What follows belongs to an exercise in optimizing a design on an open flow for small area; a production flow would make more cautious choices.
Where RTL was checked, it was by simulation tests only, not by an equivalence proof against the original.
No activity file was given, so power comes from the tool's default toggle rates. The flow treats the clock pin as an ideal source, which a real chip does not have.

Design cardinal_ring, start of the top module:
module cardinal_ring
#(
    parameter PAC_SIZE = 64
)
(
    input clk, reset,  
    input node0_pesi, node0_pero,
    output node0_peri, node0_peso,
    input [PAC_SIZE - 1:0] node0_pedi,
    output [PAC_SIZE - 1:0] node0_pedo,
    input node1_pesi, node1_pero,
    output node1_peri, node1_peso,
    input [PAC_SIZE - 1:0] node1_pedi,
    output [PAC_SIZE - 1:0] node1_pedo,
    input node2_pesi, node2_pero,
    output node2_peri, node2_peso,
    input [PAC_SIZE - 1:0] node2_pedi,
    output [PAC_SIZE - 1:0] node2_pedo,
    input node3_pesi, node3_pero,
    output node3_peri, node3_peso,
    input [PAC_SIZE - 1:0] node3_pedi,
    output [PAC_SIZE - 1:0] node3_pedo,
    output node0_polarity, node1_polarity, node2_polarity, node3_polarity
);
    reg polarity;
    always @(posedge clk)
    begin
        if (reset) polarity <= 1;
        else polarity <= ~polarity;
    end
    assign node0_polarity = polarity;
    assign node1_polarity = polarity;
    assign node2_polarity = polarity;
    assign node3_polarity = polarity;
  ...
For scale: about 5600 cells after synthesis, ~0.080 sq mm of cells after synthesis.
clock: 4.5 ns
lec_check: 0
cap_margin: 0
core_margin: 2
core_utilization: 60
gpl_routability_driven: 0
gpl_timing_driven: 0
place_density: 0.75
slew_margin: 0
synth_hierarchical: 1
synth_minimum_keep_size: 0
standard.sh (not shown) runs the stock make flow with config.mk's settings and CLKGATE_MAP_FILE= SYNTH_SCRIPT=/design/flow/synth_recipe.tcl, a recipe that flattens the netlist after the stock synthesis.
==> flow/flow/run.sh <==
#!/bin/bash
# Standard ORFS layout, with the smallest buffer on the ports and a clock tree
# without dummy loads and with larger sink clusters.
set -euo pipefail
export BUFFER_PORTS_ARGS="-buffer_cell sky130_fd_sc_hd__buf_1"
export CTS_ARGS="-sink_clustering_enable -repair_clock_nets -dont_use_dummy_load -sink_clustering_size 30 -sink_clustering_max_diameter 100"
bash standard.sh > standard.log 2>&1
The baseline went through all stages and came out clean.
Change:
--- a/flow/flow/run.sh
+++ b/flow/flow/run.sh
@@ -6 +6 @@
-export CTS_ARGS="-sink_clustering_enable -repair_clock_nets -dont_use_dummy_load -sink_clustering_size 30 -sink_clustering_max_diameter 100"
+export CTS_ARGS="-sink_clustering_enable -repair_clock_nets -dont_use_dummy_load -sink_clustering_size 25 -sink_clustering_max_diameter 80"
Settings changed: CAP_MARGIN 0 to 20, CORE_UTILIZATION 60 to 40, GPL_ROUTABILITY_DRIVEN 0 to default, GPL_TIMING_DRIVEN 0 to default, PLACE_DENSITY 0.75 to 0.6, SLEW_MARGIN 0 to 20.
=> The changed run ran to the end with no violations; global-route usage is lower by 10 points; die area increases by 49%; routed wire length goes up by 9.0%; critical path depth went down by 7.
Change:
--- a/flow/flow/run.sh
+++ b/flow/flow/run.sh
@@ -6 +6 @@
-export CTS_ARGS="-sink_clustering_enable -repair_clock_nets -dont_use_dummy_load -sink_clustering_size 25 -sink_clustering_max_diameter 80"
+export CTS_ARGS="-sink_clustering_enable -repair_clock_nets -dont_use_dummy_load -sink_clustering_size 30 -sink_clustering_max_diameter 50"
Settings changed: CAP_MARGIN 20 to 0, CORE_UTILIZATION 40 to 60, PLACE_DENSITY 0.6 to 0.75, SLEW_MARGIN 20 to 0.
Effect: Synthesized cell count stays the same. Routed wire length decreases by 8.8%. Non-clock buffer count decreases by 15.
Change:
--- a/flow/flow/run.sh
+++ b/flow/flow/run.sh
@@ -6 +6 @@
-export CTS_ARGS="-sink_clustering_enable -repair_clock_nets -dont_use_dummy_load -sink_clustering_size 30 -sink_clustering_max_diameter 50"
+export CTS_ARGS="-sink_clustering_enable -repair_clock_nets -dont_use_dummy_load -sink_clustering_size 30 -sink_clustering_max_diameter 100"
Power shrinks by 5.5%.
Via count came out lower by 1.5%.
Core utilization goes down by 1.0 points.

========
cardinal_ring, a different RTL version from the one above (not shown whole).
For scale: ~5500 cells after synthesis, ~530 I/O pins, about 80000 um2 of cells after synthesis.
==> flow/config.mk <==
export PLATFORM = sky130hd
export DESIGN_NAME = cardinal_ring
export DESIGN_NICKNAME = cardinal_ring
export VERILOG_FILES = /design/flow/design.v
export SDC_FILE = /design/flow/constraint.sdc
export NUM_CORES = 4
export LEC_CHECK = 0
export CAP_MARGIN = 0
export CORE_MARGIN = 2
export CORE_UTILIZATION = 60
export PLACE_DENSITY = 0.85
export SLEW_MARGIN = 0
export SYNTH_HIERARCHICAL = 1
export SYNTH_MINIMUM_KEEP_SIZE = 0
==> flow/constraint.sdc <==
create_clock -name core_clock -period 4.5 [get_ports {clk}]
set_input_delay 0.9000 -clock core_clock [delete_from_list [all_inputs] [get_ports {clk}]]
set_output_delay 0.9000 -clock core_clock [all_outputs]
set_load 0.01 [all_outputs]
==> flow/flow/run.sh <==
#!/bin/bash
# Standard ORFS layout, with the smallest buffer on the ports and a clock tree
# without dummy loads and with larger sink clusters.
set -euo pipefail
export BUFFER_PORTS_ARGS="-buffer_cell sky130_fd_sc_hd__buf_1"
export CTS_ARGS="-sink_clustering_enable -repair_clock_nets -dont_use_dummy_load -sink_clustering_size 30 -sink_clustering_max_diameter 100"
bash standard.sh > standard.log 2>&1
Change:
--- a/flow/config.mk
+++ b/flow/config.mk
@@ -11 +11 @@
-export PLACE_DENSITY = 0.85
+export PLACE_DENSITY = 0.75
Effect:
- setup slack improves by 0.049 ns
- first-iteration DRC count is lower by roughly a tenth
- via count falls by a few percent
- cell area barely changes

========
Setup of run 1:
cardinal_ring, a different RTL version from the one above (not shown whole).
Size in the first run: ~5600 cells after synthesis, roughly 530 I/O pins, ~80000 um^2 of cells after synthesis.
// cardinal_ring
module cardinal_ring
#(
    parameter PAC_SIZE = 64
)
(
    input clk, reset,  
    input node0_pesi, node0_pero,
    output node0_peri, node0_peso,
    input [PAC_SIZE - 1:0] node0_pedi,
    output [PAC_SIZE - 1:0] node0_pedo,
    input node1_pesi, node1_pero,
    output node1_peri, node1_peso,
    input [PAC_SIZE - 1:0] node1_pedi,
    output [PAC_SIZE - 1:0] node1_pedo,
    input node2_pesi, node2_pero,
    output node2_peri, node2_peso,
    input [PAC_SIZE - 1:0] node2_pedi,
    output [PAC_SIZE - 1:0] node2_pedo,
    input node3_pesi, node3_pero,
    output node3_peri, node3_peso,
    input [PAC_SIZE - 1:0] node3_pedi,
    output [PAC_SIZE - 1:0] node3_pedo,
    output node0_polarity, node1_polarity, node2_polarity, node3_polarity
);
==> flow/config.mk <==
export PLATFORM = sky130hd
export DESIGN_NAME = cardinal_ring
export DESIGN_NICKNAME = cardinal_ring
export VERILOG_FILES = /design/flow/design.v
export SDC_FILE = /design/flow/constraint.sdc
export NUM_CORES = 4
export LEC_CHECK = 0
export CAP_MARGIN = 20
export CORE_MARGIN = 2
export CORE_UTILIZATION = 40
export PLACE_DENSITY = 0.6
export SLEW_MARGIN = 20
export SYNTH_HIERARCHICAL = 1
export SYNTH_MINIMUM_KEEP_SIZE = 0
==> flow/constraint.sdc <==
create_clock -name core_clock -period 4.5 [get_ports {clk}]
set_input_delay 0.9000 -clock core_clock [delete_from_list [all_inputs] [get_ports {clk}]]
set_output_delay 0.9000 -clock core_clock [all_outputs]
set_load 0.01 [all_outputs]
run.sh (not shown) runs the stock make flow with config.mk's settings and CLKGATE_MAP_FILE= SYNTH_SCRIPT=/design/flow/synth_recipe.tcl, a recipe that flattens the netlist after the stock synthesis.
Stock flow here: none of the scripts above is used.
Here is what was changed in the inputs of run 2 compared with run 1.
==> flow/flow/run.sh (new file) <==
#!/bin/bash
# Standard ORFS layout, with smaller port buffers and a clock tree without
# dummy loads and with larger sink clusters.
set -euo pipefail
export BUFFER_PORTS_ARGS="-buffer_cell sky130_fd_sc_hd__buf_1"
export CTS_ARGS="-sink_clustering_enable -repair_clock_nets -dont_use_dummy_load -sink_clustering_size 30 -sink_clustering_max_diameter 100"
bash standard.sh > standard.log 2>&1
==> flow/standard.sh (new file) <==
#!/bin/bash
# synth_recipe.tcl (not shown) runs the flow's synth.tcl, then flattens the netlist and writes it again
# the make line also repeats each setting of config.mk as NAME=value (left out here)
make -C /OpenROAD-flow-scripts/flow DESIGN_CONFIG=/design/flow/config.mk WORK_HOME=/design/flow/orfs CLKGATE_MAP_FILE= SYNTH_SCRIPT=/design/flow/synth_recipe.tcl "${@:-finish}"
removed: flow/run.sh
==> notes.md <==
The synthesis-to-finish area growth in run 2 was lower than what run 1 gave. For run 2 and run 1, there was not a single run that failed to finish clean. Power share of the sequential group is higher on run 2. Termination of the worst setup path = node1_peri: run 2; termination of the worst setup path = node3_peri: run 1. Looking at wire length of the first global-routing pass, run 2 sits about 4% below run 1. Run 1 -> run 2: non-clock buffer count increased slightly. Run 2 vs. run 1: post-detailed-routing wire length went down; initial DRC count went down; core occupancy in the finished layout went down; biggest cell delay along the critical path went up; leakage power went down.
No run of this note included a check of the RTL's function; only the layout flow was run.

==> afterwards: timing with drivers on the ports <==
No port has a modelled driver above. Below, the same layouts with a new extraction and two added sets of constraints.
Step 1, drivers: a clkbuf_16 drives clk and a buf_2 each remaining input, both assumed.
Step 2 moves the port delays by t, midway between the first and last clock arrival at a register: inputs arrive t later, outputs are due t later. That takes back most of the time a late clock gives input paths.
a / b / c = no drivers / after step 1 / after step 2; a / b = the first two.
run | t, ns | slack for setup (ns) | worst setup path after step 2 | slew at the worst register clock pin (ns) | worst data-port slew with drivers (ns)
the first run of note 1 | 0.850 | 1.119 / 1.119 / 1.119 | register to register | 0.12 / 0.12 | 0.04
the second run of note 1 | 0.880 | 1.387 / 1.302 / 1.503 | register to register | 0.10 / 0.10 | 0.20
the third run of note 1 | 0.889 | 1.237 / 1.237 / 1.237 | register to register | 0.11 / 0.11 | 0.05
the fourth run of note 1 | 0.842 | 1.184 / 1.184 / 1.184 | register to register | 0.12 / 0.12 | 0.06
the first run of note 2 | 0.837 | 1.532 / 1.454 / 1.538 | register to register | 0.12 / 0.12 | 0.15
the second run of note 2 | 0.842 | 1.581 / 1.581 / 1.581 | register to register | 0.12 / 0.12 | 0.15
run 1 | 1.000 | 1.304 / 1.218 / 1.395 | register to register | 0.07 / 0.07 | 0.22
run 2 | 0.867 | 1.449 / 1.362 / 1.654 | register to register | 0.12 / 0.12 | 0.21
After both steps setup and hold are still met in every run listed.
